Context: an optimization exercise on an open-source flow, tuned for small area. The choices shown serve that exercise and are no tape-out recipe.
Power and IR drop assume default switching activity.

Design SRRC_filter, start of the top module:
module SRRC_filter (clk, reset, symb_in, symb_out);
	input clk, reset;
	input signed [7:0] symb_in;
	output reg signed [7:0] symb_out;
	reg [7:0] r1;
	reg [7:0] r2;
	reg [7:0] r3;
	reg [7:0] r4;
	reg [7:0] r5;
	reg [7:0] r6;
	reg [7:0] r7;
	reg [7:0] r8;
	reg [7:0] r9;
	reg [7:0] r10;
	reg [7:0] r11;
	reg [7:0] r12;
	reg [7:0] r13;
	reg [7:0] r14;
	reg [7:0] r15;
	reg [7:0] r16;
	reg [7:0] r17;
	reg [7:0] r18;
	reg [7:0] r19;
	reg [7:0] r20;
	reg [7:0] r21;
	wire [7:0] acc;
	wire nrst;
	wire [7:0] d1;
	wire [7:0] d2;
	wire [7:0] d3;
	wire [7:0] d4;
	wire [7:0] d5;
	wire [7:0] d6;
	wire [7:0] d7;
	wire [7:0] d8;
	wire [7:0] d9;
	wire [7:0] d10;
	wire [7:0] d11;
	wire [7:0] d12;
	wire [7:0] d13;
	wire [7:0] d14;
	wire [7:0] d15;
	wire [7:0] d16;
	wire [7:0] d17;
	wire [7:0] d18;
	wire [7:0] d19;
	wire [7:0] d20;
	wire [7:0] d21;
	wire s1;
	wire c2;
	wire s3;
	wire c4;
	wire s5;
	wire c6;
	wire s7;
	wire c8;
	wire s9;
	wire c10;
	wire s11;
	wire c12;
	wire s13;
	wire c14;
	wire s15;
	wire c16;
	wire s17;
	wire c18;
	wire s19;
	wire c20;
	wire s21;
	wire c22;
	wire s23;
	wire c24;
	wire s25;
	wire c26;
	wire s27;
	wire c28;
	wire s29;
	wire c30;
	wire s31;
	wire c32;
	wire s33;
	wire c34;
	wire s35;
	wire c36;
	wire s37;
	wire c38;
	wire s39;
	wire c40;
	wire s41;
	wire c42;
	wire s43;
	wire c44;
	wire s45;
	wire c46;
	wire s47;
	wire c48;
	wire s49;
	wire c50;
	wire s51;
	wire c52;
	wire s53;
	wire c54;
	wire s55;
	wire c56;
	wire s57;
	wire c58;
	wire s59;
	wire c60;
	wire s61;
	wire c62;
	wire s63;
	wire c64;
	wire s65;
	wire c66;
	wire s67;
	wire c68;
	wire s69;
	wire c70;
	wire s71;
	wire c72;
	wire s73;
	wire c74;
	wire s75;
	wire c76;
	wire s77;
	wire c78;
	wire s79;
	wire c80;
	wire s81;
	wire c82;
	wire s83;
	wire c84;
	wire s85;
	wire c86;
	wire s87;
	wire c88;
	wire s89;
	wire c90;
	wire s91;
	wire c92;
	wire s93;
	wire c94;
	wire s95;
	wire c96;
	wire s97;
	wire c98;
	wire s99;
	wire c100;
	wire s101;
	wire c102;
	wire s103;
	wire c104;
	wire s105;
	wire c106;
	wire s107;
	wire c108;
  ...
Size: about 960 cells after synthesis, ~18 I/O pins.
Settings: LEC_CHECK=0, CAP_MARGIN=20, CORE_MARGIN=2, CORE_UTILIZATION=40, CTS_BUF_LIST=sky130_fd_sc_hd__clkbuf_4 sky130_fd_sc_hd__clkbuf_8, CTS_CLUSTER_DIAMETER=100, CTS_CLUSTER_SIZE=30, SLEW_MARGIN=20, SYNTH_HIERARCHICAL=1, SYNTH_MINIMUM_KEEP_SIZE=0; clock period 10.0 ns.
standard.sh (not shown) runs the stock make flow with config.mk's settings and CLKGATE_MAP_FILE= SYNTH_SCRIPT=/design/flow/synth_recipe.tcl, a recipe that flattens the netlist after the stock synthesis.
==> flow/flow/run.sh <==
#!/bin/bash
# The standard layout (standard.sh) with two changes:
#  * clock tree synthesis adds no dummy balancing loads on the leaves;
#  * the port buffers that buffer_ports inserts are buf_1 cells.
set -e
export CTS_ARGS="-sink_clustering_enable -repair_clock_nets -dont_use_dummy_load"
export BUFFER_PORTS_ARGS="-buffer_cell sky130_fd_sc_hd__buf_1"
bash standard.sh > standard.log 2>&1
The baseline completed with no timing, DRC or antenna violations.
Rerun with:
==> flow/run.sh (new file) <==
#!/bin/bash
# synth_recipe.tcl (not shown) runs the flow's synth.tcl, then flattens the netlist and writes it again
# the make line also repeats each setting of config.mk as NAME=value (left out here)
make -C /OpenROAD-flow-scripts/flow DESIGN_CONFIG=/design/flow/config.mk WORK_HOME=/design/flow/orfs CLKGATE_MAP_FILE= SYNTH_SCRIPT=/design/flow/synth_recipe.tcl finish
Settings changed: CTS_BUF_LIST sky130_fd_sc_hd__clkbuf_4 sky130_fd_sc_hd__clkbuf_8 to unset, CTS_CLUSTER_DIAMETER 100 to unset, CTS_CLUSTER_SIZE 30 to unset.
removed: flow/flow/run.sh
removed: flow/standard.sh
The changed run ran to the end with no violations.
Final cell count increases by 0.97%.
Combinational power climbs by about 2%.
Register-to-register slack improved by 0.02 ns.
Function was not checked in any run of this note: the RTL went through the layout flow alone.

[separate check: timing with driven ports]
The flow's constraints put no driver on any port. The routed layouts listed below were extracted and timed again, unchanged, in two steps.
Step 1 assumes that a clkbuf_16 drives the clock port and a buf_2 every other input.
Step 2 times the ports against the registers' clock, not the clock port: input delays grow and output delays shrink by t, the midpoint of the rising clock arrivals with the driver on.
Slacks: ideal ports / drivers / drivers and shift; pairs: ideal ports / drivers.
run | t, ns | setup WS [ns] | worst setup path after step 2 | worst slew at a driven data input, ns | cell pins on the clock port's net
the first run | 0.476 | 0.534 / 0.534 / 0.534 | register to register | 0.03 | 1
the second run | 0.480 | 0.550 / 0.550 / 0.550 | register to register | 0.03 | 1
After both steps setup and hold are still met in every run listed.
